From an optimization exercise on the open Yosys and OpenROAD flow, aimed at small area, a short achievable clock period and few clock cycles; shortcuts taken in it are not production practice.
RTL that was checked went through simulation tests only; none was proved equivalent to the original.
No functional check of the RTL was part of runs 3 to 6.
Power is estimated from default activity; no workload was simulated.

==> design.v <==
module addsub16 (
	input  logic [15:0] a,
	input  logic [15:0] b,
	input  logic        sub,
	output logic [15:0] s);
	logic [15:0] bb;
	logic [15:0] g0, p0, g1, p1, g2, p2, g3, p3, g4;
	logic [15:0] c;
	assign bb = b ^ {16{sub}};
	assign g0 = (a & bb) | {15'b0, (a[0] ^ bb[0]) & sub};
	assign p0 = a ^ bb;
	genvar i;
	generate
		for (i = 0; i < 16; i = i + 1) begin : pfx
			if (i >= 1) begin
				assign g1[i] = g0[i] | (p0[i] & g0[i-1]);
				assign p1[i] = p0[i] & p0[i-1];
			end else begin
				assign g1[i] = g0[i];
				assign p1[i] = p0[i];
			end
			if (i >= 2) begin
				assign g2[i] = g1[i] | (p1[i] & g1[i-2]);
				assign p2[i] = p1[i] & p1[i-2];
			end else begin
				assign g2[i] = g1[i];
				assign p2[i] = p1[i];
			end
			if (i >= 4) begin
				assign g3[i] = g2[i] | (p2[i] & g2[i-4]);
				assign p3[i] = p2[i] & p2[i-4];
			end else begin
				assign g3[i] = g2[i];
				assign p3[i] = p2[i];
			end
			if (i >= 8) assign g4[i] = g3[i] | (p3[i] & g3[i-8]);
			else        assign g4[i] = g3[i];
		end
	endgenerate
	assign c = {g4[14:0], sub};
	assign s = p0 ^ c;
endmodule
module simplecpu (
	input  logic        rst,
	input  logic        clk,
	output logic [9:0]  pc,
	input  logic [15:0] inst,
	output logic [7:0]  d_addr,
	output logic        d_wr,
	output logic [15:0] d_wdata,
	input  logic [15:0] d_rdata,
	output logic        halted);
	logic [9:0]   pc_q;
	logic         f_halt;             
	logic [255:0] regs;               
	logic [15:0]  valid;              
	logic [15:0]  nz;                 
	logic         r_we, r_st, r_ld, r_not, r_loc, r_sub, r_halt;
	logic [3:0]   r_pa, r_qa, r_wa;
	logic [7:0]   r_d;
	logic         x_we, x_st, x_ld, x_not, x_alu, x_loc, x_sub, x_halt;
	logic [3:0]   x_wa;
	logic [15:0]  x_a, x_b;
	logic [3:0]  op, ra;
	logic [7:0]  d;
	logic        is_jmp, is_jmz, is_halt, busy_ra, stall, taken, hold;
	logic [15:0] busy;                
	assign op = inst[15:12];
	assign ra = inst[11:8];
	assign d  = inst[7:0];
	assign is_halt = op[3];
	assign is_jmp  = (op == 4'h7);
	assign is_jmz  = (op == 4'h5);
	always_comb begin
		busy = '0;
		if (r_we) busy[r_wa] = 1'b1;
		if (x_we) busy[x_wa] = 1'b1;
	end
	assign busy_ra = busy[ra];
	assign stall   = is_jmz & busy_ra;
	assign taken   = is_jmp | (is_jmz & ~nz[ra]);
	assign hold    = f_halt | is_halt | stall;
	always_ff @(posedge clk) begin
		if (rst) begin
			pc_q   <= '0;
			f_halt <= 1'b0;
		end else begin
			if (~hold) pc_q <= pc_q + (taken ? {2'b00, d} : 10'd1);
			if (is_halt) f_halt <= 1'b1;
		end
	end
	logic f_ok;
	assign f_ok = ~f_halt & ~op[3];
	always_ff @(posedge clk) begin
		if (rst) begin
			r_we   <= 1'b0;
			r_st   <= 1'b0;
			r_halt <= 1'b0;
		end else begin
			r_we   <= f_ok & (op == 4'h0 || op == 4'h2 || op == 4'h3 || op == 4'h4 || op == 4'h6);
			r_st   <= f_ok & (op == 4'h1);
			r_halt <= f_halt | is_halt;
		end
	end
	always_ff @(posedge clk) begin
		r_ld  <= (op[2:0] == 3'h0);
		r_not <= (op[2:0] == 3'h6);
		r_loc <= (op[2:0] == 3'h3) | (op[2:0] == 3'h0) | (op[2:0] == 3'h1) | (op[2:0] == 3'h6);
		r_sub <= (op[2:0] == 3'h4);
		r_pa  <= (op[2:0] == 3'h1) ? ra : inst[7:4];
		r_qa  <= inst[3:0];
		r_wa  <= ra;
		r_d   <= d;
	end
	logic [15:0] w_data;              
	logic [15:0] p_rd, q_rd;
	assign p_rd = valid[r_pa] ? regs[16*r_pa +: 16] : 16'h0000;
	assign q_rd = valid[r_qa] ? regs[16*r_qa +: 16] : 16'h0000;
	always_ff @(posedge clk) begin
		if (rst) begin
			x_we   <= 1'b0;
			x_st   <= 1'b0;
			x_halt <= 1'b0;
		end else begin
			x_we   <= r_we;
			x_st   <= r_st;
			x_halt <= r_halt;
		end
	end
	always_ff @(posedge clk) begin
		x_ld  <= r_ld;
		x_not <= r_not;
		x_loc <= r_loc & ~r_ld & ~r_not;
		x_alu <= ~r_loc;
		x_sub <= r_sub;
		x_wa  <= r_wa;
		x_a   <= (x_we && x_wa == r_pa) ? w_data : p_rd;
		x_b   <= r_loc ? {8'h00, r_d} : (x_we && x_wa == r_qa) ? w_data : q_rd;
	end
	logic [15:0] sum, neg;
	addsub16 alu (.a(x_a), .b(x_b), .sub(x_sub), .s(sum));
	assign neg = -d_rdata;
	assign w_data = ({16{x_alu}} & sum) | ({16{x_ld}} & d_rdata) |
	                ({16{x_not}} & neg) | ({16{x_loc}} & x_b);
	always_ff @(posedge clk) begin
		if (rst) begin
			valid <= '0;
			nz    <= '0;
		end else if (x_we) begin
			valid[x_wa] <= 1'b1;
			nz[x_wa]    <= |w_data;
		end
	end
	genvar g;
	generate
		for (g = 0; g < 16; g = g + 1) begin : rf
			always_ff @(posedge clk)
				if (x_we && x_wa == g) regs[16*g +: 16] <= w_data;
		end
	endgenerate
	assign pc      = pc_q;
	assign d_addr  = x_b[7:0];
	assign d_wr    = x_st;
	assign d_wdata = x_a;
	assign halted  = x_halt;
endmodule
==> run.sh <==
#!/bin/bash
# synth_recipe.tcl (not shown) runs the flow's synth.tcl, then flattens the netlist and writes it again
# the make line also repeats each setting of config.mk as NAME=value (left out here)
make -C /OpenROAD-flow-scripts/flow DESIGN_CONFIG=/design/flow/config.mk WORK_HOME=/design/flow/orfs CLKGATE_MAP_FILE= SYNTH_SCRIPT=/design/flow/synth_recipe.tcl finish
==> config.mk <==
export PLATFORM = sky130hd
export DESIGN_NAME = simplecpu
export DESIGN_NICKNAME = simplecpu
export VERILOG_FILES = /design/flow/design.v
export SDC_FILE = /design/flow/constraint.sdc
export NUM_CORES = 4
export LEC_CHECK = 0
export CAP_MARGIN = 20
export CORE_MARGIN = 2
export CORE_UTILIZATION = 40
export PLACE_DENSITY = 0.6
export SETUP_SLACK_MARGIN = 3.0
export SLEW_MARGIN = 20
==> constraint.sdc <==
create_clock -name core_clock -period 7.0 [get_ports {clk}]
set_input_delay 1.4000 -clock core_clock [delete_from_list [all_inputs] [get_ports {clk}]]
set_output_delay 1.4000 -clock core_clock [all_outputs]
set_load 0.01 [all_outputs]
==> PnR_summary.wiki, run 1 <==
{| class="wikitable"
! Metric !! Value
|-
| Result of the run || complete, no violations
|-
| R2R Setup Slk || 3.10 ns
|-
| TritonCTS clock tree || built
|-
| Worst r2r src || x_sub$_DFF_P_
|-
| Critical path required time || 7.47 ns
|-
| Proportion of layout cells with a drive suffix above 1 || 27.5%
|-
| Worst hold stages || 0
|-
| H-tree Lvls || 2
|-
| Height of the chip || 219 um
|-
| Setup-failing EPs final || 0
|-
| Top area cells in the synthesized netlist || sky130_fd_sc_hd__edfxtp_1 (42%), sky130_fd_sc_hd__mux4_2 (21%), sky130_fd_sc_hd__dfxtp_1 (12%)
|-
| Number of max-slew violations in the final report || 0
|-
| Number of nets in the synthesized netlist || 1,373
|-
| Number of I/O port buffers || 69
|-
| Element type at the critical path start || input pin
|-
| Leakage || 7.34 nW
|-
| Worst setup slack after placement || 1.60 ns
|-
| GRT Util Overall || 21.4%
|-
| Maximum number of pins on one net before global-route repair || 52
|-
| Worst clock skew || 0.0160 ns
|-
| End of the worst register-to-register path || nz[7]$_SDFFE_PP0P_
|-
| Cell area after synthesis || 0.0185 mm2
|-
| Maximum ir drop on the vdd rail || 0.156 mV
|-
| Worst-path fanout max || 6
|-
| Number of DRC markers in iteration 0 || 1,424
|-
| CTS clk-pin slew, worst paths || 0.06 ns
|-
| Synth cell types || 69
|-
| Power share of the clock group || 40.1%
|-
| HPWL reported at the end of detailed placement || 31,900 um
|-
| CP Capture Type || register
|-
| Pint || 3.78 mW
|-
| Transition time at the pin with the least slew margin || 0.926 ns
|-
| Cell accounting for the most synthesized area || sky130_fd_sc_hd__edfxtp_1
|-
| Net switching share of the total power || 23.7%
|-
| Asr flop ratio synth || 0%
|-
| Share of the core filled with cells in the final layout || 47.6%
|-
| Worst-case clock buffer depth || 3
|-
| Wire length of the first global-routing pass || 76,000 um
|-
| Total CTS buffers || 38
|-
| PD cells || 229 mW/mm2
|-
| Initial standard-cell utilization of the core || 40.6%
|-
| Synth Instances || 1,302
|-
| Pre-antenna DRT Iters || 8
|-
| Arrival time worst endpoint || 4.65 ns
|-
| Top cells by instance count after synthesis || sky130_fd_sc_hd__edfxtp_1 (256), sky130_fd_sc_hd__mux4_2 (175), sky130_fd_sc_hd__dfxtp_1 (110)
|-
| Layout overhead on the synthesized area || 17.3%
|-
| Final critical path time including I/O delays and setup || 4.19 ns
|-
| Worst setup path class || input pin to register
|-
| Total number of clock tree sinks || 366
|-
| Worst-case hold path end point || x_sub$_DFF_P_
|-
| Worst-Skew Late Latency || 0.54 ns
|-
| Max-cap violations || 0
|-
| Warnings from Yosys || 1
|-
| Standard cell core area || 0.0455 mm2
|-
| Cts-stage hold buffer count || 0
|-
| Average wire per cell in the routed design || 25.6 um
|-
| Startpoint of the worst hold path || r_sub$_DFF_P_
|-
| Unrepaired setup endpoints after global routing || yes
|-
| Root buffer cell || sky130_fd_sc_hd__clkbuf_16
|-
| Final cycle utilization of the critical path || 59.8%
|-
| Total routed wirelength || 51,600 um
|-
| Sequential fraction of design power || 49.1%
|-
| Predominant post-synthesis flop cell || sky130_fd_sc_hd__edfxtp_1
|-
| PnR worst setup slack || 2.81 ns
|-
| GRT overflow || 0
|-
| Synthesis-stage register bit count || 366
|-
| Tot Pwr || 4.96 mW
|-
| Hold Path Class || register to register
|-
| Number of global-route vias before repair || 11,985
|-
| Most common cell in the synthesized netlist || sky130_fd_sc_hd__edfxtp_1
|-
| Antenna cells || 0
|-
| Vias || 12,242
|-
| Number of failing hold endpoints at the final stage || 0
|-
| Crit path top cell by count || sky130_fd_sc_hd__mux4_2
|-
| Sequential share of the synthesized area || 53.6%
|-
| Worst-case headroom to the max-slew limit || 38.3%
|-
| Number of top-level pins || 70
|-
| Final GP Congestion || 0.884
|-
| Share of Yosys cell area claimed by the top area cell type || 41.6%
|-
| Number of cell instances on the worst register-to-register path || 16
|-
| CP max stage cell || sky130_fd_sc_hd__mux4_2
|-
| Logic pwr share || 10.8%
|-
| Antenna Violating Nets Remaining || 0
|-
| Synthesized area per cell || 14.2 um2
|-
| Count of unresolved DRC violations after routing || 0
|-
| Number of core rows || 78
|-
| Number of synthesized flops with an enable pin || 256
|-
| Number of antenna violations at the first check in global routing || 0
|-
| Stage delay of the slowest cell on the critical path || 0.53 ns
|-
| Detailed-route vias per instance || 6.07
|-
| P_sw || 1.17 mW
|-
| Sum of negative setup slack || 0 ns
|-
| Die Footprint || 0.0479 mm2
|-
| Highest attainable clock frequency || 239 MHz
|-
| Crit-path cells || buf_6 > buf_8 > mux4_2 > mux4_2 > a211oi_4 > nand2_2 > fa_2 > nor2b_4 > o21ai_2 > a21boi_2 > o21ai_1 > nand2b_1 > a31oi_1 > or4_1 > a21oi_1
|-
| Total number of nets in the final design || 1,460
|-
| X dimension of the die || 219 um
|}
-- state kept, by name, indices dropped and copies added, names as in the netlist, 4 cells and up --
name   cells
pc_q      10
r_d        8
nz        16
valid     16
r_pa       4
x_wa       4
x_b       16
regs     256
r_wa       4
x_a       16
-- worst max-delay path by stage --
stage / startpoint / endpoint / slack (ns)
5_1_grt: inst[8] / pc_q[8]$_SDFFE_PP0N_ / 2.69
6_report: inst[8] / pc_q[8]$_SDFFE_PP0N_ / 2.81
4_1_cts: d_rdata[7] / nz[7]$_SDFFE_PP0P_ / 2.76
3_5_place_dp: inst[8] / pc_q[8]$_SDFFE_PP0N_ / 1.60
3_3_place_gp: inst[8] / pc_q[9]$_SDFFE_PP0N_ / 1.70
2_1_floorplan: inst[8] / pc_q[8]$_SDFFE_PP0N_ / 2.50
-- worst max-delay path, delay by kind of cell --
family          cells  cell delay [ns]
mux                 2             1.02
buf+inv             2             0.19
fa+ha+maj           1             0.39
simple gates        4             0.81
compound gates      6             0.83
-- metal layers --
layer / part of all wire, % / global-route usage (%) / wire [um] / vias to the layer above
met2: 49 / 35.2 / 25100 / 507
li1: - / - / - / 5362
met3: 7.3 / 3.22 / 3780 / 67
met5: 0 / 0 / 0 / -
met1: 42 / 30.0 / 21600 / 6306
met4: 2.0 / 5.27 / 1030 / 0
-- stage by stage --
step | instance area, um2 | hold slack (ns) | cells
2_1_floorplan | 18500 | 0.310 | 1302
3_3_place_gp | 19900 | 0.318 | 1918
3_5_place_dp | 19900 | 0.320 | 1918
4_1_cts | 21300 | 0.334 | 1999
5_1_grt | 21700 | 0.342 | 2018
6_report | 21700 | 0.330 | 2018
-- cells in the final DEF, fill, tap and decap left out, types with 9 or more instances in the layout --
cell type                           n
sky130_fd_sc_hd__a211oi_1           9
sky130_fd_sc_hd__mux4_2           175
sky130_fd_sc_hd__o21ai_0           58
sky130_fd_sc_hd__a21o_1             9
sky130_fd_sc_hd__nor2b_1           11
sky130_fd_sc_hd__dfxtp_1          103
sky130_fd_sc_hd__ha_1              29
sky130_fd_sc_hd__inv_1             40
sky130_fd_sc_hd__nand3_1           45
sky130_fd_sc_hd__nand2_1           49
sky130_fd_sc_hd__nand2b_1          22
sky130_fd_sc_hd__and3_1            16
sky130_fd_sc_hd__xor2_1            30
sky130_fd_sc_hd__clkdlybuf4s50_1   53
sky130_fd_sc_hd__clkbuf_16         39
sky130_fd_sc_hd__a21oi_1           42
sky130_fd_sc_hd__a31oi_1           18
sky130_fd_sc_hd__xnor2_1           12
sky130_fd_sc_hd__edfxtp_1         256
sky130_fd_sc_hd__clkbuf_1          13
sky130_fd_sc_hd__nor2_1            76
sky130_fd_sc_hd__nor3_1             9
sky130_fd_sc_hd__and2_1            11
sky130_fd_sc_hd__buf_4             55
-- kinds of logic after synthesis --
logic type | synth area share, %
adder cells (fa/ha/maj) | 2.59
flip-flops | 53.6
buffers and inverters | 2.91
AND/OR/NAND/NOR | 8.80
multiplexers | 22.0
AO/OA/AOI/OAI | 8.05
XOR/XNOR | 2.04
-- area by class of cell --
type	instances	area, um2
inverter	46	181
multi-input combinational	804	8420
fill	3922	23800
sequential	366	9900
timing repair buffer	133	1190
clock buffer	54	1050
tap	600	751
clock inverter	15	158
-- what timing repair did --
item | 4_1_cts | 5_1_grt
pin swaps | 28 | 26
setup buffers | 11 | 18
gates resized for setup | 74 | 46
setup endpoints to repair | 58 | 26
gates cloned | 1 | 1
-- power by group through the flow --
stage	clock network (mW)	registers (mW)	logic, mW
2_1_floorplan	0	2.44	0.356
3_3_place_gp	0	2.48	0.481
3_5_place_dp	0	2.48	0.486
4_1_cts	2.02	2.43	0.498
5_1_grt	2.10	2.44	0.573
6_report	1.99	2.43	0.536
Testbench counts, summed over its fixed seeds: cycles 74,336.
==> inputs of run 2 (changes only) <==
--- a/config.mk
+++ b/config.mk
@@ -10,4 +10,3 @@
 export CORE_UTILIZATION = 40
 export PLACE_DENSITY = 0.6
-export SETUP_SLACK_MARGIN = 3.0
 export SLEW_MARGIN = 20
==> PnR_summary.wiki, run 2 <==
{| class="wikitable"
! Metric !! Value
|-
| Number of global-route vias before repair || 12,023
|-
| Maximum number of pins on one net before global-route repair || 52
|-
| Leakage || 7.13 nW
|-
| Number of I/O port buffers || 69
|-
| Share of the core filled with cells in the final layout || 46.4%
|-
| GRT Util Overall || 21.6%
|-
| Setup-failing EPs final || 0
|-
| Worst setup path class || input pin to register
|-
| Antenna Violating Nets Remaining || 0
|-
| Number of max-slew violations in the final report || 0
|-
| Most common cell in the synthesized netlist || sky130_fd_sc_hd__edfxtp_1
|-
| Sum of negative setup slack || 0 ns
|-
| Number of core rows || 78
|-
| Number of nets in the synthesized netlist || 1,373
|-
| Synthesized area per cell || 14.2 um2
|-
| Wire length of the first global-routing pass || 76,300 um
|-
| Result of the run || complete, no violations
|-
| Number of DRC markers in iteration 0 || 1,353
|-
| Cts-stage hold buffer count || 0
|-
| GRT overflow || 0
|-
| Worst-Skew Late Latency || 0.57 ns
|-
| TritonCTS clock tree || built
|-
| Startpoint of the worst hold path || r_sub$_DFF_P_
|-
| CP Capture Type || register
|-
| Cell area after synthesis || 0.0185 mm2
|-
| Synth Instances || 1,302
|-
| Worst-path fanout max || 14
|-
| Asr flop ratio synth || 0%
|-
| Post-CTS Setup Bufs || 0
|-
| Max-cap violations || 0
|-
| CTS clk-pin slew, worst paths || 0.06 ns
|-
| Cell accounting for the most synthesized area || sky130_fd_sc_hd__edfxtp_1
|-
| Total routed wirelength || 51,100 um
|-
| Most common cell after layout, fill and taps aside || sky130_fd_sc_hd__edfxtp_1
|-
| Worst hold margin || 0.332 ns
|-
| Worst setup slack after placement || 0.827 ns
|-
| Antenna cells || 0
|-
| Synthesis-stage register bit count || 366
|-
| Worst-case headroom to the max-slew limit || 31.1%
|-
| Share of Yosys cell area claimed by the top area cell type || 41.6%
|-
| Pre-antenna DRT Iters || 5
|-
| Predominant post-synthesis flop cell || sky130_fd_sc_hd__edfxtp_1
|-
| Biggest register || regs
|-
| Top area cells in the synthesized netlist || sky130_fd_sc_hd__edfxtp_1 (42%), sky130_fd_sc_hd__mux4_2 (21%), sky130_fd_sc_hd__dfxtp_1 (12%)
|-
| Vias || 12,049
|-
| Initial standard-cell utilization of the core || 40.6%
|-
| Sequential share of the synthesized area || 53.6%
|-
| Layout overhead on the synthesized area || 14.3%
|-
| Total number of clock tree sinks || 366
|-
| Warnings from Yosys || 1
|-
| Average wire per cell in the routed design || 25.7 um
|-
| Number of top-level pins || 70
|-
| Flip-flop count of the largest register, all copies and words added || 256
|-
| Proportion of layout cells with a drive suffix above 1 || 20.9%
|-
| Total number of nets in the final design || 1,430
|-
| Fillcell total || 4,035
|-
| Count of unresolved DRC violations after routing || 0
|-
| Final cycle utilization of the critical path || 79.5%
|-
| Total CTS buffers || 40
|-
| Number of synthesized flops with an enable pin || 256
|-
| X dimension of the die || 219 um
|-
| Detailed-route vias per instance || 6.05
|-
| Worst clock skew || 0.0224 ns
|-
| Worst r2r src || x_sub$_DFF_P_
|-
| HPWL reported at the end of detailed placement || 33,100 um
|-
| Number of antenna violations at the first check in global routing || 0
|-
| Height of the chip || 219 um
|-
| H-tree Lvls || 2
|-
| Post-CTS Resized || 0
|-
| Final GP Congestion || 0.867
|-
| Worst-case clock buffer depth || 3
|-
| Top cells by instance count after synthesis || sky130_fd_sc_hd__edfxtp_1 (256), sky130_fd_sc_hd__mux4_2 (175), sky130_fd_sc_hd__dfxtp_1 (110)
|-
| Root buffer cell || sky130_fd_sc_hd__clkbuf_16
|-
| Maximum ir drop on the vdd rail || 0.154 mV
|-
| Element type at the critical path start || input pin
|-
| Unrepaired setup endpoints after global routing || no
|-
| Transition time at the pin with the least slew margin || 1.03 ns
|-
| Final critical path time including I/O delays and setup || 5.56 ns
|-
| PnR worst setup slack || 1.44 ns
|-
| Critical path required time || 7.50 ns
|-
| Standard cell core area || 0.0455 mm2
|-
| PD cells || 237 mW/mm2
|-
| Hold Path Class || register to register
|-
| Launch point of the critical path || inst[8]
|-
| Highest attainable clock frequency || 180 MHz
|-
| Die Footprint || 0.0479 mm2
|-
| Number of failing hold endpoints at the final stage || 0
|-
| Arrival time worst endpoint || 6.06 ns
|-
| Synth cell types || 69
|-
| Most used cells in the layout excluding fill and tap cells || sky130_fd_sc_hd__edfxtp_1 (256), sky130_fd_sc_hd__mux4_2 (175), sky130_fd_sc_hd__dfxtp_1 (104)
|}
## run 2: cell counts after synthesis
No cell type changed its count.
## run 2: cell type report
| type | instances | area [um2] | share of cell area (%) |
|---|---|---|---|
| sequential | 366 | 9900 | 46.9 |
| multi-input combinational | 803 | 8060 | 38.2 |
| clock buffer | 49 | 1050 | 5.00 |
| timing repair buffer | 102 | 942 | 4.46 |
| tap | 600 | 751 | 3.56 |
| clock inverter | 24 | 221 | 1.05 |
| inverter | 46 | 173 | 0.818 |
## run 2: metal layers
layer / global-route usage [%] / up-vias / part of all wire (%) / wire length [um]
li1: - / 5316 / - / -
met1: 29.9 / 6244 / 43 / 21700
met2: 35.5 / 401 / 49 / 25200
met3: 2.98 / 88 / 5.4 / 2760
met4: 6.51 / 0 / 2.7 / 1400
met5: 0 / - / 0 / 0
## run 2: path summary, 6_finish.rpt
path,endpoint,slack (ns),cells after the start
max,pc_q[8]$_SDFFE_PP0N_,1.44,14
min,x_sub$_DFF_P_,0.33,0
max reg2reg,nz[5]$_SDFFE_PP0P_,2.33,14
min reg2reg,x_sub$_DFF_P_,0.33,0
## run 2: worst max-delay path, stage by stage
cell                              delay [ns]
sky130_fd_sc_hd__clkdlybuf4s50_1        0.84
sky130_fd_sc_hd__mux4_2                 0.59
sky130_fd_sc_hd__mux4_2                 0.47
sky130_fd_sc_hd__a211oi_1               0.67
sky130_fd_sc_hd__nand2_1                0.19
sky130_fd_sc_hd__fa_1                   0.45
sky130_fd_sc_hd__nor2b_1                0.12
sky130_fd_sc_hd__o21ai_0                0.11
sky130_fd_sc_hd__a21boi_0               0.22
sky130_fd_sc_hd__o21ai_0                0.11
sky130_fd_sc_hd__nand2b_1               0.11
sky130_fd_sc_hd__a31oi_1                0.11
sky130_fd_sc_hd__or4_1                  0.51
sky130_fd_sc_hd__a21oi_1                0.15
## run 2: stage by stage
stage,cells,instance area [um2],power (mW)
6_report,1990,21100,5.01
5_1_grt,1990,21100,5.17
4_1_cts,1990,21100,5.04
3_5_place_dp,1917,19800,2.97
3_3_place_gp,1916,19800,2.97
2_1_floorplan,1302,18500,2.79
## run 2: logic make-up after synthesis
group | Yosys count | share of synthesized area [%]
multiplexers | 187 | 22.0
AO/OA/AOI/OAI | 228 | 8.05
XOR/XNOR | 43 | 2.04
buffers and inverters | 133 | 2.91
flip-flops | 366 | 53.6
adder cells (fa/ha/maj) | 37 | 2.59
AND/OR/NAND/NOR | 308 | 8.80
## run 2: power by group
part,total (mW),internal [mW],switching [mW]
clock network,2.08,1.19,0.888
registers,2.43,2.38,0.0581
logic,0.491,0.218,0.273
total,5.01,3.79,1.22
==> inputs of run 3 (changes only) <==
--- a/design.v
+++ b/design.v
@@ -3,5 +3,6 @@
 	input  logic [15:0] b,
 	input  logic        sub,
-	output logic [15:0] s);
+	output logic [15:0] s,
+	output logic        zero);    
 	logic [15:0] bb;
 	logic [15:0] g0, p0, g1, p1, g2, p2, g3, p3, g4;
@@ -40,4 +41,26 @@
 	assign c = {g4[14:0], sub};
 	assign s = p0 ^ c;
+	assign zero = ~|(p0 ^ {a[14:0] | bb[14:0], sub});
+endmodule
+module pcadd (
+	input  logic [9:0] pc,
+	input  logic [7:0] d,
+	output logic [9:0] pc_inc,
+	output logic [9:0] pc_jmp);
+	assign pc_inc = pc + 10'd1;
+	assign pc_jmp = pc + {2'b00, d};
+endmodule
+module neg16 (
+	input  logic [15:0] a,
+	output logic [15:0] n);
+	logic [15:0] lo;    
+	genvar i;
+	generate
+		for (i = 0; i < 16; i = i + 1) begin : b
+			if (i == 0) assign lo[i] = 1'b0;
+			else        assign lo[i] = |a[i-1:0];
+		end
+	endgenerate
+	assign n = a ^ lo;
 endmodule
 module simplecpu (
@@ -64,6 +87,6 @@
 	logic [3:0]  op, ra;
 	logic [7:0]  d;
-	logic        is_jmp, is_jmz, is_halt, busy_ra, stall, taken, hold;
-	logic [15:0] busy;                
+	logic        is_jmp, is_jmz, is_halt, stall, taken, hold;
+	logic        x_zero;              
 	assign op = inst[15:12];
 	assign ra = inst[11:8];
@@ -72,13 +95,16 @@
 	assign is_jmp  = (op == 4'h7);
 	assign is_jmz  = (op == 4'h5);
-	always_comb begin
-		busy = '0;
-		if (r_we) busy[r_wa] = 1'b1;
-		if (x_we) busy[x_wa] = 1'b1;
-	end
-	assign busy_ra = busy[ra];
-	assign stall   = is_jmz & busy_ra;
-	assign taken   = is_jmp | (is_jmz & ~nz[ra]);
+	logic [15:0] zflag;
+	logic        r_hit, x_hit, r_known, z_ra, pc_step;
+	logic [9:0]  pc_inc, pc_jmp;
+	assign zflag   = ~nz;
+	assign r_hit   = r_we & (r_wa == ra);
+	assign x_hit   = x_we & (x_wa == ra);
+	assign r_known = r_loc & ~r_ld & ~r_not & ~r_st;           
+	assign z_ra    = r_hit ? (r_d == 8'h00) : x_hit ? x_zero : zflag[ra];
+	assign stall   = is_jmz & r_hit & ~r_known;
+	assign taken   = is_jmp | (is_jmz & z_ra);
 	assign hold    = f_halt | is_halt | stall;
+	pcadd pcadd (.pc(pc_q), .d(d), .pc_inc(pc_inc), .pc_jmp(pc_jmp));
 	always_ff @(posedge clk) begin
 		if (rst) begin
@@ -86,5 +112,5 @@
 			f_halt <= 1'b0;
 		end else begin
-			if (~hold) pc_q <= pc_q + (taken ? {2'b00, d} : 10'd1);
+			if (~hold) pc_q <= taken ? pc_jmp : pc_inc;
 			if (is_halt) f_halt <= 1'b1;
 		end
@@ -139,8 +165,10 @@
 	end
 	logic [15:0] sum, neg;
-	addsub16 alu (.a(x_a), .b(x_b), .sub(x_sub), .s(sum));
-	assign neg = -d_rdata;
+	logic sum_zero;
+	addsub16 alu (.a(x_a), .b(x_b), .sub(x_sub), .s(sum), .zero(sum_zero));
+	neg16 negu (.a(d_rdata), .n(neg));
 	assign w_data = ({16{x_alu}} & sum) | ({16{x_ld}} & d_rdata) |
 	                ({16{x_not}} & neg) | ({16{x_loc}} & x_b);
+	assign x_zero = x_alu ? sum_zero : (x_ld | x_not) ? (d_rdata == 16'h0000) : (x_b[7:0] == 8'h00);
 	always_ff @(posedge clk) begin
 		if (rst) begin
@@ -149,5 +177,5 @@
 		end else if (x_we) begin
 			valid[x_wa] <= 1'b1;
-			nz[x_wa]    <= |w_data;
+			nz[x_wa]    <= ~x_zero;
 		end
 	end
--- a/config.mk
+++ b/config.mk
@@ -6,7 +6,10 @@
 export NUM_CORES = 4
 export LEC_CHECK = 0
+export ABC_AREA = 1
 export CAP_MARGIN = 20
 export CORE_MARGIN = 2
 export CORE_UTILIZATION = 40
 export PLACE_DENSITY = 0.6
+export SETUP_SLACK_MARGIN = 3.5
 export SLEW_MARGIN = 20
+export SYNTH_HIERARCHICAL = 1
==> PnR_summary.wiki, run 3 <==
{| class="wikitable"
! Metric !! Value
|-
| Result of the run || complete, no violations
|-
| Layout overhead on the synthesized area || 11.5%
|-
| Cell area after synthesis || 0.0203 mm2
|-
| Warnings from Yosys || 7
|-
| Number of global-route vias before repair || 16,417
|-
| Worst hold margin || 0.325 ns
|-
| Average wire per cell in the routed design || 20.5 um
|-
| Standard cell core area || 0.0501 mm2
|-
| Predominant post-synthesis flop cell || sky130_fd_sc_hd__edfxtp_1
|-
| Count of unresolved DRC violations after routing || 0
|-
| Arrival time worst endpoint || 3.78 ns
|-
| Setup-failing EPs final || 0
|-
| Unrepaired setup endpoints after global routing || yes
|-
| Proportion of layout cells with a drive suffix above 1 || 7.14%
|-
| PD cells || 250 mW/mm2
|-
| Number of synthesized flops with an enable pin || 256
|-
| Synthesis-stage register bit count || 366
|-
| Sequential share of the synthesized area || 48.8%
|-
| Worst-case clock buffer depth || 3
|-
| Number of DRC markers in iteration 0 || 1,775
|-
| Final cycle utilization of the critical path || 48.0%
|-
| GRT Util Overall || 23.5%
|-
| Worst clock skew || 0.0322 ns
|-
| Detailed-route vias per instance || 5.62
|-
| Synth cell types || 51
|-
| Most common cell in the synthesized netlist || sky130_fd_sc_hd__nand2_1
|-
| Worst setup path class || input pin to register
|-
| Die Footprint || 0.0525 mm2
|-
| Number of max-slew violations in the final report || 0
|-
| Maximum ir drop on the vdd rail || 0.172 mV
|-
| Most used cells in the layout excluding fill and tap cells || sky130_fd_sc_hd__nand2_1 (339), sky130_fd_sc_hd__o21ai_0 (328), sky130_fd_sc_hd__inv_1 (262)
|-
| Hold Path Class || register to register
|-
| Worst-case headroom to the max-slew limit || 28.1%
|-
| X dimension of the die || 229 um
|-
| Final critical path time including I/O delays and setup || 3.36 ns
|-
| Biggest register || regs
|-
| Synthesized area per cell || 8.41 um2
|-
| Number of core rows || 82
|-
| Pre-antenna DRT Iters || 6
|-
| Most common cell after layout, fill and taps aside || sky130_fd_sc_hd__nand2_1
|-
| Element type at the critical path start || input pin
|-
| Sum of negative setup slack || 0 ns
|-
| Flip-flop count of the largest register, all copies and words added || 256
|-
| Synth Instances || 2,409
|-
| GRT overflow || 0
|-
| Final GP Congestion || 0.926
|-
| Cts-stage hold buffer count || 0
|-
| Highest attainable clock frequency || 297 MHz
|-
| Asr flop ratio synth || 0%
|-
| Number of I/O port buffers || 69
|-
| Fillcell total || 4,906
|-
| Critical path required time || 7.42 ns
|-
| Total routed wirelength || 63,600 um
|-
| Number of failing hold endpoints at the final stage || 0
|-
| Height of the chip || 229 um
|-
| Initial standard-cell utilization of the core || 40.5%
|-
| Worst-path fanout max || 17
|-
| Leakage || 8.69 nW
|-
| Top cells by instance count after synthesis || sky130_fd_sc_hd__nand2_1 (340), sky130_fd_sc_hd__o21ai_0 (328), sky130_fd_sc_hd__inv_1 (263)
|-
| Total number of clock tree sinks || 366
|-
| Worst-Skew Late Latency || 0.57 ns
|-
| Max-cap violations || 0
|-
| Total CTS buffers || 40
|-
| H-tree Lvls || 2
|-
| Share of Yosys cell area claimed by the top area cell type || 37.9%
|-
| Top area cells in the synthesized netlist || sky130_fd_sc_hd__edfxtp_1 (38%), sky130_fd_sc_hd__dfxtp_1 (11%), sky130_fd_sc_hd__o21ai_0 (8.1%)
|-
| Number of nets in the synthesized netlist || 2,493
|-
| Vias || 17,475
|-
| CTS clk-pin slew, worst paths || 0.06 ns
|-
| HPWL reported at the end of detailed placement || 38,600 um
|-
| Number of top-level pins || 70
|-
| Root buffer cell || sky130_fd_sc_hd__clkbuf_16
|-
| TritonCTS clock tree || built
|-
| Number of antenna violations at the first check in global routing || 0
|-
| Antenna Violating Nets Remaining || 0
|-
| Wire length of the first global-routing pass || 95,600 um
|-
| Maximum number of pins on one net before global-route repair || 214
|-
| Total number of nets in the final design || 2,490
|-
| Antenna cells || 0
|-
| CP Capture Type || register
|-
| Cell accounting for the most synthesized area || sky130_fd_sc_hd__edfxtp_1
|-
| Transition time at the pin with the least slew margin || 1.08 ns
|}
run 3: changes by cell type in the layout (fill, tap and decap cells not counted), moves of 160 or more:
cell,before,now
sky130_fd_sc_hd__inv_1,46,262
sky130_fd_sc_hd__mux4_2,175,0
sky130_fd_sc_hd__nor2_1,77,237
sky130_fd_sc_hd__a21oi_1,46,214
sky130_fd_sc_hd__nand2_1,50,339
sky130_fd_sc_hd__o21ai_0,63,328
run 3: worst paths after layout:
kind	from	depth (start not counted)	slack [ns]	endpoint
max	d_rdata[0]	11	3.64	x_b[8]$_SDFF_PP0_
max reg2reg	x_sub$_DFF_P_	18	3.74	pc_q[3]$_SDFFE_PP0N_
min reg2reg	r_sub$_DFF_P_	0	0.32	x_sub$_DFF_P_
min	r_sub$_DFF_P_	0	0.32	x_sub$_DFF_P_
run 3: layout make-up:
type | count | area (um2) | area share [%]
Multi-Input combinational cell | 1622 | 8590 | 38.0
Timing Repair Buffer | 106 | 981 | 4.34
Sequential cell | 366 | 9910 | 43.9
Inverter | 270 | 1020 | 4.50
Clock buffer | 55 | 1090 | 4.82
Tap cell | 672 | 841 | 3.72
Clock inverter | 17 | 165 | 0.731
run 3: per-module statistics from Yosys, one instance, submodules excluded:
module     cells  cell area (um2)  flip-flops and latches  times used
addsub16     248             1540                       0           1
pcadd        109              613                       0           1
simplecpu   1983            17700                     366           1
neg16         69              365                       0           1
run 3: worst max-delay path, stage by stage:
cell and delay [ns]:
sky130_fd_sc_hd__clkdlybuf4s50_1 0.47, sky130_fd_sc_hd__inv_1 0.09, sky130_fd_sc_hd__ha_1 0.20, sky130_fd_sc_hd__nand2_2 0.10
sky130_fd_sc_hd__nor2_4 0.35, sky130_fd_sc_hd__ha_1 0.31, sky130_fd_sc_hd__a22o_1 0.22, sky130_fd_sc_hd__nor2_1 0.15
sky130_fd_sc_hd__inv_1 0.26, sky130_fd_sc_hd__nand2_1 0.14, sky130_fd_sc_hd__a21oi_1 0.07
run 3: repair_timing:
action	4_1_cts	5_1_grt
buffers inserted	0	9
pin swaps	0	2
setup endpoints to repair	1	59
resized for setup	1	3
run 3: stage by stage:
step	instance area [um2]	power, mW	cells	setup WS, ns	utilization (%)
finish	22600	5.64	3108	3.64	45.1
global route	22600	5.85	3108	3.44	45.1
CTS	22500	5.64	3099	3.51	45.0
detailed placement	21300	3.60	3027	2.96	42.5
global placement	21300	3.59	3027	3.00	42.5
floorplan	20300	3.25	2409	3.96	-
run 3: logic make-up after synthesis:
logic type	after synthesis	synth area share, %
flip-flops	366	48.8
buffers and inverters	421	9.18
adder cells (fa/ha/maj)	50	3.16
AND/OR/NAND/NOR	793	16.4
XOR/XNOR	55	2.51
AO/OA/AOI/OAI	724	19.9
run 3: layer usage:
| metal | vias up | share of wire, % | global-route usage [%] |
|---|---|---|---|
| met5 | - | 0 | 0 |
| met4 | 0 | 3.2 | 8.54 |
| met3 | 138 | 8.2 | 3.08 |
| met2 | 804 | 46 | 37.9 |
| met1 | 8322 | 43 | 32.5 |
| li1 | 8211 | - | - |
run 3: power by group:
part	internal (mW)	total, mW	switching [mW]
logic	0.334	1.03	0.697
clock network	1.17	2.06	0.885
registers	2.47	2.55	0.0857
total	3.97	5.64	1.67
==> inputs of run 4 (changes only) <==
--- a/config.mk
+++ b/config.mk
@@ -6,5 +6,4 @@
 export NUM_CORES = 4
 export LEC_CHECK = 0
-export ABC_AREA = 1
 export CAP_MARGIN = 20
 export CORE_MARGIN = 2
==> PnR_summary.wiki, run 4 <==
{| class="wikitable"
! Metric !! Value
|-
| GRT Util Overall || 20.3%
|-
| Most common cell in the synthesized netlist || sky130_fd_sc_hd__edfxtp_1
|-
| Vias || 12,068
|-
| Synth Instances || 1,357
|-
| Cell accounting for the most synthesized area || sky130_fd_sc_hd__edfxtp_1
|-
| Total number of nets in the final design || 1,479
|-
| Predominant post-synthesis flop cell || sky130_fd_sc_hd__edfxtp_1
|-
| Share of Yosys cell area claimed by the top area cell type || 40.9%
|-
| Leakage || 7.29 nW
|-
| Most used cells in the layout excluding fill and tap cells || sky130_fd_sc_hd__edfxtp_1 (256), sky130_fd_sc_hd__mux4_2 (154), sky130_fd_sc_hd__dfxtp_1 (102)
|-
| Root buffer cell || sky130_fd_sc_hd__clkbuf_16
|-
| Biggest register || regs
|-
| Die Footprint || 0.0488 mm2
|-
| Number of synthesized flops with an enable pin || 256
|-
| CP Capture Type || register
|-
| Cell area after synthesis || 0.0188 mm2
|-
| Stage delay of the slowest cell on the critical path || 0.59 ns
|-
| Flip-flop count of the largest register, all copies and words added || 256
|-
| Worst clock skew || 0.00945 ns
|-
| Crit-path cells || dlygate4sd2_1 > mux4_2 > a311o_1 > nor4b_4 > o32ai_4 > a221o_1
|-
| Worst-case headroom to the max-slew limit || 29.7%
|-
| Asr flop ratio synth || 0%
|-
| Setup-failing EPs final || 0
|-
| Element type at the critical path start || input pin
|-
| Number of max-slew violations in the final report || 0
|-
| Critical path required time || 7.42 ns
|-
| Maximum number of pins on one net before global-route repair || 66
|-
| Number of core rows || 79
|-
| Synthesized area per cell || 13.9 um2
|-
| Number of top-level pins || 70
|-
| Proportion of layout cells with a drive suffix above 1 || 23.3%
|-
| CP max stage cell || sky130_fd_sc_hd__mux4_2
|-
| Final GP Congestion || 0.866
|-
| Maximum ir drop on the vdd rail || 0.181 mV
|-
| PD cells || 227 mW/mm2
|-
| Antenna cells || 0
|-
| Initial standard-cell utilization of the core || 40.5%
|-
| Average wire per cell in the routed design || 24.6 um
|-
| Height of the chip || 221 um
|-
| Number of DRC markers in iteration 0 || 1,148
|-
| Final cycle utilization of the critical path || 49.1%
|-
| Standard cell core area || 0.0465 mm2
|-
| Worst-Skew Late Latency || 0.53 ns
|-
| Number of antenna violations at the first check in global routing || 0
|-
| Total CTS buffers || 37
|-
| Worst setup slack after placement || 2.32 ns
|-
| R2R Setup Slk || 3.58 ns
|-
| Fillcell total || 4,048
|-
| Top area cells in the synthesized netlist || sky130_fd_sc_hd__edfxtp_1 (41%), sky130_fd_sc_hd__mux4_2 (18%), sky130_fd_sc_hd__dfxtp_1 (12%)
|-
| Arrival time worst endpoint || 3.85 ns
|-
| Synthesis-stage register bit count || 366
|-
| Worst-case clock buffer depth || 3
|-
| Transition time at the pin with the least slew margin || 1.05 ns
|-
| PnR worst setup slack || 3.56 ns
|-
| H-tree Lvls || 2
|-
| GRT overflow || 0
|-
| Warnings from Yosys || 7
|-
| Worst setup path class || input pin to register
|-
| Worst hold margin || 0.325 ns
|-
| Highest attainable clock frequency || 291 MHz
|-
| TritonCTS clock tree || built
|-
| Antenna Violating Nets Remaining || 0
|-
| Layout overhead on the synthesized area || 14.6%
|-
| Worst-path fanout max || 10
|-
| Result of the run || complete, no violations
|-
| Finished Cell Area || 0.0215 mm2
|-
| Layout Cells excl Fill || 2,029
|-
| DP Cell Count || 1,951
|-
| Pre-antenna DRT Iters || 5
|-
| Tot Pwr || 4.88 mW
|-
| Total routed wirelength || 49,800 um
|-
| CTS clk-pin slew, worst paths || 0.06 ns
|-
| Number of I/O port buffers || 69
|-
| Max-cap violations || 0
|-
| Total number of clock tree sinks || 366
|-
| HPWL reported at the end of detailed placement || 31,200 um
|-
| Number of nets in the synthesized netlist || 1,441
|-
| Sum of negative setup slack || 0 ns
|-
| Most common cell after layout, fill and taps aside || sky130_fd_sc_hd__edfxtp_1
|-
| Share of the core filled with cells in the final layout || 46.4%
|-
| Top cells by instance count after synthesis || sky130_fd_sc_hd__edfxtp_1 (256), sky130_fd_sc_hd__mux4_2 (154), sky130_fd_sc_hd__dfxtp_1 (110)
|-
| Unrepaired setup endpoints after global routing || yes
|-
| Number of global-route vias before repair || 12,177
|-
| Detailed-route vias per instance || 5.95
|-
| Synth cell types || 69
|-
| Hold Path Class || register to register
|-
| Cts-stage hold buffer count || 0
|-
| Count of unresolved DRC violations after routing || 0
|-
| Post-place instance area || 0.0200 mm2
|-
| Wire length of the first global-routing pass || 75,700 um
|-
| Number of failing hold endpoints at the final stage || 0
|-
| X dimension of the die || 221 um
|-
| Final critical path time including I/O delays and setup || 3.44 ns
|-
| Sequential share of the synthesized area || 52.6%
|}
==> run 4: worst max-delay path: cells and delay by family <==
kind,cells,cell delay [ns]
AO/OA/AOI/OAI,3,1.01
buffers and inverters,1,0.49
multiplexers,1,0.59
AND/OR/NAND/NOR,1,0.37
==> run 4: metal layers <==
layer | wire (um) | GRT usage, % | vias up
met5 | 0 | 0 | -
met4 | 1380 | 5.76 | 0
met3 | 3010 | 3.09 | 92
met2 | 25500 | 35.7 | 398
met1 | 20000 | 26.0 | 6225
li1 | - | - | 5353
==> run 4: final cells by class <==
type                            count  area [um2]  share of cell area, %
Clock buffer                       52        1090                   5.04
Timing Repair Buffer              101         945                   4.38
Sequential cell                   366        9910                   46.0
Multi-Input combinational cell    818        8480                   39.3
Tap cell                          607         759                   3.52
Inverter                           70         268                   1.24
Clock inverter                     14        97.6                  0.453
Timing Repair inverter              1        7.51                 0.0348
==> run 4: power by group <==
group / internal [mW] / switching (mW) / total (mW)
Sequential: 2.37 / 0.0579 / 2.43
Combinational: 0.234 / 0.284 / 0.518
Clock: 1.12 / 0.815 / 1.94
Total: 3.73 / 1.16 / 4.88
==> run 4: modules after synthesis (local to each module, per instance) <==
module | cell area, um2 | times used | flip-flops and latches | cells
neg16 | 282 | 1 | 0 | 37
simplecpu | 16600 | 1 | 366 | 1058
addsub16 | 1400 | 1 | 0 | 194
pcadd | 502 | 1 | 0 | 68
==> run 4: timing repair <==
| action | 4_1_cts | 5_1_grt |
|---|---|---|
| pin swaps | 1 | 7 |
| setup buffers | 4 | 7 |
| setup endpoints to repair | 238 | 143 |
| cloned | 0 | 1 |
| gates resized for setup | 29 | 22 |
| endpoints found under the hold margin | 0 | 0 |
==> run 4: cell families (layout without fill, tap and decap cells) <==
family	Yosys count	after routing	synth area share (%)
XOR/XNOR	89	89	4.14
AND/OR/NAND/NOR	285	285	7.68
AO/OA/AOI/OAI	193	193	7.18
adder cells (fa/ha/maj)	50	50	3.41
buffers and inverters	173	238	3.92
flip-flops	366	366	52.6
multiplexers	201	201	21.1
==> run 4: final timing paths <==
check / end / cells past startpoint / from
setup / recovery: pc_q[6]$_SDFFE_PP0N_ / 6 / inst[8]
hold / removal: x_sub$_DFF_P_ / 0 / r_sub$_DFF_P_
setup reg to reg: regs[156]$_DFFE_PP_ / 12 / x_sub$_DFF_P_
hold reg to reg: x_sub$_DFF_P_ / 0 / r_sub$_DFF_P_
==> inputs of run 5 (changes only) <==
--- a/config.mk
+++ b/config.mk
@@ -10,5 +10,5 @@
 export CORE_UTILIZATION = 40
 export PLACE_DENSITY = 0.6
-export SETUP_SLACK_MARGIN = 3.5
+export SETUP_SLACK_MARGIN = 4.3
 export SLEW_MARGIN = 20
 export SYNTH_HIERARCHICAL = 1
==> PnR_summary.wiki, run 5 <==
{| class="wikitable"
! Metric !! Value
|-
| Most common cell after layout, fill and taps aside || sky130_fd_sc_hd__edfxtp_1
|-
| Number of nets in the synthesized netlist || 1,441
|-
| Element type at the critical path start || register
|-
| Layout overhead on the synthesized area || 22.7%
|-
| Net switching share of the total power || 24.9%
|-
| Synthesis-stage register bit count || 366
|-
| Proportion of layout cells with a drive suffix above 1 || 34.0%
|-
| Synthesized area per cell || 13.9 um2
|-
| Sequential share of the synthesized area || 52.6%
|-
| HPWL reported at the end of detailed placement || 32,100 um
|-
| Worst hold stages || 0
|-
| Kind of cell with the highest combined delay on the critical path || compound AO/OA/AOI/OAI gates
|-
| Top cells by instance count after synthesis || sky130_fd_sc_hd__edfxtp_1 (256), sky130_fd_sc_hd__mux4_2 (154), sky130_fd_sc_hd__dfxtp_1 (110)
|-
| Number of max-slew violations in the final report || 0
|-
| Pint || 3.75 mW
|-
| DP Cell Count || 1,951
|-
| Worst-Skew Late Latency || 0.56 ns
|-
| Height of the chip || 221 um
|-
| Wire length of the first global-routing pass || 80,200 um
|-
| Standard cell core area || 0.0465 mm2
|-
| Maximum ir drop on the vdd rail || 0.158 mV
|-
| Number of cell instances on the worst register-to-register path || 14
|-
| Worst-case clock buffer depth || 3
|-
| Average wire per cell in the routed design || 25.8 um
|-
| Worst-path fanout max || 6
|-
| Predominant post-synthesis flop cell || sky130_fd_sc_hd__edfxtp_1
|-
| Most common cell in the synthesized netlist || sky130_fd_sc_hd__edfxtp_1
|-
| Final cycle utilization of the critical path || 46.5%
|-
| Unrepaired setup endpoints after global routing || yes
|-
| Worst clock skew || 0.0236 ns
|-
| Startpoint of the worst hold path || r_sub$_DFF_P_
|-
| Antenna cells || 0
|-
| Number of antenna violations at the first check in global routing || 0
|-
| Arrival time worst endpoint || 3.68 ns
|-
| Max-cap violations || 0
|-
| Number of synthesized flops with an enable pin || 256
|-
| Sequential fraction of design power || 48.7%
|-
| Leakage || 7.99 nW
|-
| Most used cells in the layout excluding fill and tap cells || sky130_fd_sc_hd__edfxtp_1 (256), sky130_fd_sc_hd__mux4_2 (154), sky130_fd_sc_hd__dfxtp_1 (78)
|-
| Final critical path time including I/O delays and setup || 3.26 ns
|-
| Total number of clock tree sinks || 366
|-
| Count of unresolved DRC violations after routing || 0
|-
| Critical path required time || 7.43 ns
|-
| Worst-case headroom to the max-slew limit || 22.7%
|-
| Number of I/O port buffers || 69
|-
| Sum of negative setup slack || 0 ns
|-
| Warnings from Yosys || 7
|-
| Highest attainable clock frequency || 307 MHz
|-
| Root buffer cell || sky130_fd_sc_hd__clkbuf_16
|-
| End of the worst register-to-register path || pc_q[9]$_SDFFE_PP0N_
|-
| GRT overflow || 0
|-
| Total routed wirelength || 53,700 um
|-
| Cell area after synthesis || 0.0188 mm2
|-
| Total number of nets in the final design || 1,535
|-
| Final GP Congestion || 0.854
|-
| Transition time at the pin with the least slew margin || 1.16 ns
|-
| Worst r2r src || x_sub$_DFF_P_
|-
| Crit-path cells || buf_12 > xor2_4 > inv_1 > ha_4 > xnor2_1 > nor4_2 > nand4_1 > nor2_4 > a32oi_4 > o21ai_2 > a311o_1 > buf_4 > o2111a_2 > a221o_1
|-
| Flip-flop count of the largest register, all copies and words added || 256
|-
| PD cells || 216 mW/mm2
|-
| Logic pwr share || 12.9%
|-
| Detailed-route vias per instance || 6.03
|-
| TritonCTS clock tree || built
|-
| Synth cell types || 69
|-
| CP max stage cell || sky130_fd_sc_hd__dfxtp_4
|-
| Share of Yosys cell area claimed by the top area cell type || 40.9%
|-
| X dimension of the die || 221 um
|-
| Power share of the clock group || 38.4%
|-
| Biggest register || regs
|-
| Worst setup path class || register to register
|-
| Number of DRC markers in iteration 0 || 1,263
|-
| P_sw || 1.24 mW
|-
| CTS clk-pin slew, worst paths || 0.06 ns
|-
| Worst-case hold path end point || x_sub$_DFF_P_
|-
| Cts-stage hold buffer count || 0
|-
| Tot Pwr || 4.99 mW
|-
| Number of global-route vias before repair || 12,682
|-
| Top area cells in the synthesized netlist || sky130_fd_sc_hd__edfxtp_1 (41%), sky130_fd_sc_hd__mux4_2 (18%), sky130_fd_sc_hd__dfxtp_1 (12%)
|-
| Initial standard-cell utilization of the core || 40.5%
|-
| Buffers and inverters on the worst path || 3
|-
| Setup-failing EPs final || 0
|-
| Layout Cells excl Fill || 2,086
|-
| Result of the run || complete, no violations
|-
| Asr flop ratio synth || 0%
|-
| Maximum number of pins on one net before global-route repair || 67
|-
| Synth Instances || 1,357
|-
| GRT Util Overall || 21.6%
|-
| Pre-antenna DRT Iters || 5
|-
| R2R Setup Slk || 3.74 ns
|-
| Vias || 12,586
|-
| Stage delay of the slowest cell on the critical path || 0.40 ns
|-
| Hold Path Class || register to register
|-
| CP Capture Type || register
|-
| Number of top-level pins || 70
|-
| Number of core rows || 79
|-
| Cell accounting for the most synthesized area || sky130_fd_sc_hd__edfxtp_1
|-
| Total CTS buffers || 39
|-
| Number of failing hold endpoints at the final stage || 0
|-
| Die Footprint || 0.0488 mm2
|-
| H-tree Lvls || 2
|-
| Antenna Violating Nets Remaining || 0
|}
-- run 5: cell counts after synthesis --
No cell type changed its count.
-- run 5: power by group through the flow --
stage | logic (mW) | clock network, mW | registers [mW]
2_1_floorplan | 0.386 | 0 | 2.43
3_3_place_gp | 0.497 | 0 | 2.48
3_5_place_dp | 0.502 | 0 | 2.48
4_1_cts | 0.588 | 1.95 | 2.43
5_1_grt | 0.685 | 2.03 | 2.44
6_report | 0.644 | 1.92 | 2.43
-- run 5: per-module statistics from Yosys (local to each module, per instance) --
module	copies in the design	cells	flip-flops and latches	cell area (um2)
simplecpu	1	1058	366	16600
neg16	1	37	0	282
addsub16	1	194	0	1400
pcadd	1	68	0	502
-- run 5: logic make-up after synthesis --
logic type | share of synthesized area (%)
flops | 52.6
simple gates | 7.68
mux | 21.1
compound gates | 7.18
buf+inv | 3.92
xor+xnor | 4.14
fa+ha+maj | 3.41
-- run 5: through the flow --
stage	hold slack, ns	instance area (um2)	worst slack (ns)	util [%]
floorplan	0.310	18900	3.75	-
global placement	0.312	20200	2.64	43.4
detailed placement	0.320	20200	2.60	43.4
CTS	0.330	22500	3.76	48.5
global route	0.345	23100	3.61	49.7
finish	0.328	23100	3.74	49.7
-- run 5: cell type report --
class / instances / area, um2
repair buffers: 150 / 1510
clock inverters: 16 / 141
inverters: 70 / 308
well taps: 607 / 759
clock buffers: 53 / 1030
flip-flops and latches: 366 / 9950
fillers: 3875 / 23400
multi-input cells: 819 / 9320
repair inverters: 5 / 41.3
-- run 5: worst max-delay path by stage --
| stage | cells past startpoint | to | start | slack, ns |
|---|---|---|---|---|
| final | 14 | pc_q[9]$_SDFFE_PP0N_ | x_sub$_DFF_P_ | 3.74 |
| after global routing | 14 | pc_q[9]$_SDFFE_PP0N_ | x_sub$_DFF_P_ | 3.61 |
| after CTS | 12 | regs[108]$_DFFE_PP_ | x_sub$_DFF_P_ | 3.76 |
| after detailed placement | 8 | regs[14]$_DFFE_PP_ | d_rdata[1] | 2.60 |
| after global placement | 8 | regs[110]$_DFFE_PP_ | d_rdata[1] | 2.64 |
| after floorplan | 14 | regs[108]$_DFFE_PP_ | x_sub$_DFF_P_ | 3.75 |
-- run 5: what timing repair did --
| item | in CTS | in global routing |
|---|---|---|
| setup endpoints to repair | 338 | 292 |
| pin swaps | 39 | 34 |
| buffers inserted | 44 | 14 |
| resized for setup | 237 | 68 |
| cloned | 5 | 3 |
-- run 5: worst register-to-register path, delay by kind of cell (launching register included) --
| kind | cells | cell delay [ns] |
|---|---|---|
| buffers and inverters | 3 | 0.43 |
| flip-flops | 1 | 0.40 |
| AND/OR/NAND/NOR | 3 | 0.35 |
| XOR/XNOR | 2 | 0.46 |
| adder cells (fa/ha/maj) | 1 | 0.26 |
| AO/OA/AOI/OAI | 5 | 1.28 |
-- run 5: metal layers --
layer / vias up / track usage, % / routed length [um]
li1: 5468 / - / -
met1: 6538 / 30.9 / 23000
met2: 511 / 35.3 / 26200
met3: 69 / 2.42 / 3430
met4: 0 / 5.72 / 1150
met5: - / 0 / 0
==> inputs of run 6 (changes only) <==
--- a/design.v
+++ b/design.v
@@ -1,12 +1,10 @@
 module addsub16 (
 	input  logic [15:0] a,
-	input  logic [15:0] b,
+	input  logic [15:0] bb,
 	input  logic        sub,
 	output logic [15:0] s,
 	output logic        zero);    
-	logic [15:0] bb;
 	logic [15:0] g0, p0, g1, p1, g2, p2, g3, p3, g4;
 	logic [15:0] c;
-	assign bb = b ^ {16{sub}};
 	assign g0 = (a & bb) | {15'b0, (a[0] ^ bb[0]) & sub};
 	assign p0 = a ^ bb;
@@ -162,9 +160,9 @@
 		x_wa  <= r_wa;
 		x_a   <= (x_we && x_wa == r_pa) ? w_data : p_rd;
-		x_b   <= r_loc ? {8'h00, r_d} : (x_we && x_wa == r_qa) ? w_data : q_rd;
+		x_b   <= r_loc ? {8'h00, r_d} : {16{r_sub}} ^ ((x_we && x_wa == r_qa) ? w_data : q_rd);
 	end
 	logic [15:0] sum, neg;
 	logic sum_zero;
-	addsub16 alu (.a(x_a), .b(x_b), .sub(x_sub), .s(sum), .zero(sum_zero));
+	addsub16 alu (.a(x_a), .bb(x_b), .sub(x_sub), .s(sum), .zero(sum_zero));
 	neg16 negu (.a(d_rdata), .n(neg));
 	assign w_data = ({16{x_alu}} & sum) | ({16{x_ld}} & d_rdata) |
--- a/config.mk
+++ b/config.mk
@@ -10,5 +10,5 @@
 export CORE_UTILIZATION = 40
 export PLACE_DENSITY = 0.6
-export SETUP_SLACK_MARGIN = 4.3
+export SETUP_SLACK_MARGIN = 3.6
 export SLEW_MARGIN = 20
 export SYNTH_HIERARCHICAL = 1
==> PnR_summary.wiki, run 6 <==
{| class="wikitable"
! Metric !! Value
|-
| Result of the run || complete, no violations
|-
| Critical path required time || 7.40 ns
|-
| DP Cell Count || 1,951
|-
| Final cycle utilization of the critical path || 47.6%
|-
| Total CTS buffers || 39
|-
| Initial standard-cell utilization of the core || 40.6%
|-
| Worst hold margin || 0.360 ns
|-
| H-tree Lvls || 2
|-
| Arrival time worst endpoint || 3.73 ns
|-
| Synth cell types || 77
|-
| Final GP Congestion || 0.900
|-
| Predominant post-synthesis flop cell || sky130_fd_sc_hd__edfxtp_1
|-
| Maximum ir drop on the vdd rail || 0.215 mV
|-
| Number of I/O port buffers || 69
|-
| Worst-case hold path end point || x_wa[2]$_DFF_P_
|-
| Max-cap violations || 0
|-
| Standard cell core area || 0.0466 mm2
|-
| Number of top-level pins || 70
|-
| Total number of nets in the final design || 1,481
|-
| Height of the chip || 221 um
|-
| Synth Instances || 1,349
|-
| Startpoint of the worst hold path || r_wa[2]$_DFF_P_
|-
| Detailed-route vias per instance || 5.84
|-
| End of the worst register-to-register path || pc_q[0]$_SDFFE_PP0N_
|-
| Mux contribution to synthesized area || 20.9%
|-
| Cell accounting for the most synthesized area || sky130_fd_sc_hd__edfxtp_1
|-
| Total number of clock tree sinks || 366
|-
| Share of Yosys cell area claimed by the top area cell type || 40.7%
|-
| R2R Setup Slk || 3.75 ns
|-
| Synthesized area per cell || 14.0 um2
|-
| Root buffer cell || sky130_fd_sc_hd__clkbuf_16
|-
| Worst-case clock buffer depth || 3
|-
| Cell area after synthesis || 0.0189 mm2
|-
| Number of synthesized flops with an enable pin || 256
|-
| Post-place instance area || 0.0201 mm2
|-
| CP max stage cell || sky130_fd_sc_hd__clkdlybuf4s50_1
|-
| Number of antenna violations at the first check in global routing || 0
|-
| Biggest register || regs
|-
| Unrepaired setup endpoints after global routing || no
|-
| X dimension of the die || 221 um
|-
| Total routed wirelength || 48,700 um
|-
| Worst clock skew || 0.0217 ns
|-
| Asr flop ratio synth || 0%
|-
| CTS clk-pin slew, worst paths || 0.06 ns
|-
| Most used cells in the layout excluding fill and tap cells || sky130_fd_sc_hd__edfxtp_1 (256), sky130_fd_sc_hd__mux4_2 (153), sky130_fd_sc_hd__dfxtp_1 (102)
|-
| Flip-flop count of the largest register, all copies and words added || 256
|-
| Maximum number of pins on one net before global-route repair || 60
|-
| Number of max-slew violations in the final report || 0
|-
| Sum of negative setup slack || 0 ns
|-
| Warnings from Yosys || 7
|-
| Element type at the critical path start || input pin
|-
| Sequential share of the synthesized area || 52.3%
|-
| Top area cells in the synthesized netlist || sky130_fd_sc_hd__edfxtp_1 (41%), sky130_fd_sc_hd__mux4_2 (18%), sky130_fd_sc_hd__dfxtp_1 (12%)
|-
| Die Footprint || 0.0490 mm2
|-
| Number of failing hold endpoints at the final stage || 0
|-
| Vias || 11,893
|-
| Worst setup path class || input pin to register
|-
| Fillcell total || 4,076
|-
| Number of core rows || 79
|-
| GRT overflow || 0
|-
| Finished Cell Area || 0.0216 mm2
|-
| Antenna Violating Nets Remaining || 0
|-
| Dominant combinational cell family by area after synthesis || multiplexers
|-
| Compound-Gate Fraction of Synth Area || 7.85%
|-
| GRT Util Overall || 19.9%
|-
| Highest attainable clock frequency || 300 MHz
|-
| Number of cell instances on the worst register-to-register path || 12
|-
| Wire length of the first global-routing pass || 74,300 um
|-
| Most common cell in the synthesized netlist || sky130_fd_sc_hd__edfxtp_1
|-
| Number of global-route vias before repair || 11,947
|-
| Cts-stage hold buffer count || 0
|-
| Worst-case headroom to the max-slew limit || 32.3%
|-
| Worst hold stages || 0
|-
| Simple-gate portion of the synthesized area || 7.40%
|-
| Share of the synthesized netlist area taken by xor and xnor gates || 3.94%
|-
| Layout Cells excl Fill || 2,035
|-
| Pre-antenna DRT Iters || 5
|-
| TritonCTS clock tree || built
|-
| Worst-Skew Late Latency || 0.54 ns
|-
| HPWL reported at the end of detailed placement || 31,100 um
|-
| CP Capture Type || register
|-
| PD cells || 230 mW/mm2
|-
| Worst r2r src || x_b[3]$_DFF_P_
|-
| Average wire per cell in the routed design || 24.0 um
|-
| Post-synthesis adder-cell area fraction || 3.43%
|-
| Number of nets in the synthesized netlist || 1,433
|-
| Most common cell after layout, fill and taps aside || sky130_fd_sc_hd__edfxtp_1
|-
| Crit-path cells || clkdlybuf4s50_1 > nor4_1 > o211ai_1 > o31a_1 > mux2i_1 > o21a_2 > nor3_4 > buf_12 > a221o_1
|-
| Proportion of layout cells with a drive suffix above 1 || 24.5%
|-
| Worst-path fanout max || 10
|-
| Setup-failing EPs final || 0
|-
| Synthesis-stage register bit count || 366
|-
| Layout overhead on the synthesized area || 14.6%
|-
| Leakage || 7.40 nW
|-
| Transition time at the pin with the least slew margin || 1.01 ns
|-
| Number of DRC markers in iteration 0 || 1,331
|-
| Count of unresolved DRC violations after routing || 0
|-
| Top cells by instance count after synthesis || sky130_fd_sc_hd__edfxtp_1 (256), sky130_fd_sc_hd__mux4_2 (153), sky130_fd_sc_hd__dfxtp_1 (110)
|-
| Stage delay of the slowest cell on the critical path || 0.53 ns
|-
| Hold Path Class || register to register
|-
| Final critical path time including I/O delays and setup || 3.33 ns
|}
-- run 6: changes by cell type after synthesis, moves of 7 or more --
cell,change
sky130_fd_sc_hd__a21oi_1,+11
sky130_fd_sc_hd__a221oi_1,+8
sky130_fd_sc_hd__a22o_1,+7
sky130_fd_sc_hd__a22oi_1,-10
sky130_fd_sc_hd__a31oi_1,-14
sky130_fd_sc_hd__clkbuf_1,-14
sky130_fd_sc_hd__mux2i_1,+8
sky130_fd_sc_hd__nor2b_1,+13
sky130_fd_sc_hd__nor3_1,-22
sky130_fd_sc_hd__o21ai_1,+9
-- run 6: per-layer routing --
| metal | part of all wire (%) | global-route usage [%] | vias to the layer above |
|---|---|---|---|
| li1 | - | - | 5307 |
| met1 | 42 | 26.7 | 6086 |
| met2 | 49 | 33.7 | 438 |
| met3 | 7.0 | 3.37 | 62 |
| met4 | 1.8 | 4.76 | 0 |
| met5 | 0 | 0 | - |
-- run 6: how the worst max path moves through the flow --
stage / from / endpoint / slack (ns) / cells after the start
2_1_floorplan: d_rdata[0] / x_b[8]$_SDFF_PP0_ / 3.60 / 11
3_3_place_gp: d_rdata[5] / x_b[14]$_SDFF_PP0_ / 2.65 / 10
3_5_place_dp: d_rdata[5] / x_b[14]$_SDFF_PP0_ / 2.65 / 10
4_1_cts: x_b[0]$_DFF_P_ / x_b[12]$_SDFF_PP0_ / 3.48 / 14
5_1_grt: x_b[0]$_DFF_P_ / x_b[12]$_SDFF_PP0_ / 3.59 / 14
6_report: d_rdata[4] / pc_q[0]$_SDFFE_PP0N_ / 3.67 / 9
-- run 6: stage by stage --
step | setup WS, ns | power (mW) | util, %
final | 3.67 | 4.98 | 46.5
after CTS | 3.48 | 5.01 | 46.2
after global placement | 2.65 | 2.98 | 43.2
after global routing | 3.59 | 5.15 | 46.5
after floorplan | 3.60 | 2.82 | -
after detailed placement | 2.65 | 2.98 | 43.2
-- run 6: cells by family after synthesis --
kind of cell | count (synthesis)
adder cells (fa/ha/maj) | 50
AO/OA/AOI/OAI | 204
multiplexers | 202
flip-flops | 366
AND/OR/NAND/NOR | 270
XOR/XNOR | 85
buffers and inverters | 172
-- run 6: worst max-delay path, delay by kind of cell --
family / cells / cell delay, ns
mux: 1 / 0.23
buf+inv: 2 / 0.68
compound gates: 4 / 1.13
simple gates: 2 / 0.28
-- run 6: where the power goes --
part,internal (mW),total (mW),switching (mW)
combinational,0.232,0.512,0.280
clock,1.18,2.02,0.836
sequential,2.38,2.45,0.0729
-- run 6: cell type report --
class                      count  area (um2)  share of cell area (%)
tap                          607         759                    3.51
inverter                      74         278                    1.28
multi-input combinational    811        8450                    39.1
sequential                   366        9900                    45.8
clock buffer                  51        1090                    5.06
clock inverter                20         164                   0.757
timing repair buffer         105         988                    4.57
antenna                        1        2.50                  0.0116
-- run 6: repair_timing --
action	CTS	global route
pin swaps	2	3
cloned	0	0
buffers inserted	8	4
endpoints found under the hold margin	0	0
endpoints found under the setup margin	198	186
resized for setup	31	24
-- run 6: per-module statistics from Yosys, one instance, submodules excluded --
module     copies in the design  flip-flops and latches  cell area (um2)  cells inside
neg16                         1                       0              282            37
addsub16                      1                       0             1350           179
simplecpu                     1                     366            16800          1065
pcadd                         1                       0              502            68

==> separate check: timing with driven ports <==
Ports are ideal in the flow. The routed layouts listed here were re-timed in OpenROAD.
Step 1, drivers: a clkbuf_16 drives clk and a buf_2 each remaining input, both assumed.
Step 2 moves the port delays by t, midway between the first and last clock arrival at a register: inputs arrive t later, outputs are due t later. That takes back most of the time a late clock gives input paths.
Three values: ideal ports, drivers, drivers and shift; two values: the first two.
run	t, ns	setup slack, ns	worst register clock-pin slew, ns
run 1	0.589	2.813 / 2.830 / 2.242	0.06 / 0.06
run 2	0.615	1.438 / 1.456 / 0.840	0.06 / 0.06
run 3	0.604	3.638 / 3.666 / 3.062	0.07 / 0.07
run 4	0.587	3.563 / 3.579 / 3.006	0.06 / 0.06
run 5	0.601	3.745 / 3.745 / 3.209	0.06 / 0.06
run 6	0.587	3.670 / 3.700 / 3.114	0.07 / 0.07
After both steps every run listed still meets setup and hold. For run 2, which loses most, drivers alone change the setup slack by +0.018 ns; drivers and shift together by -0.598 ns.
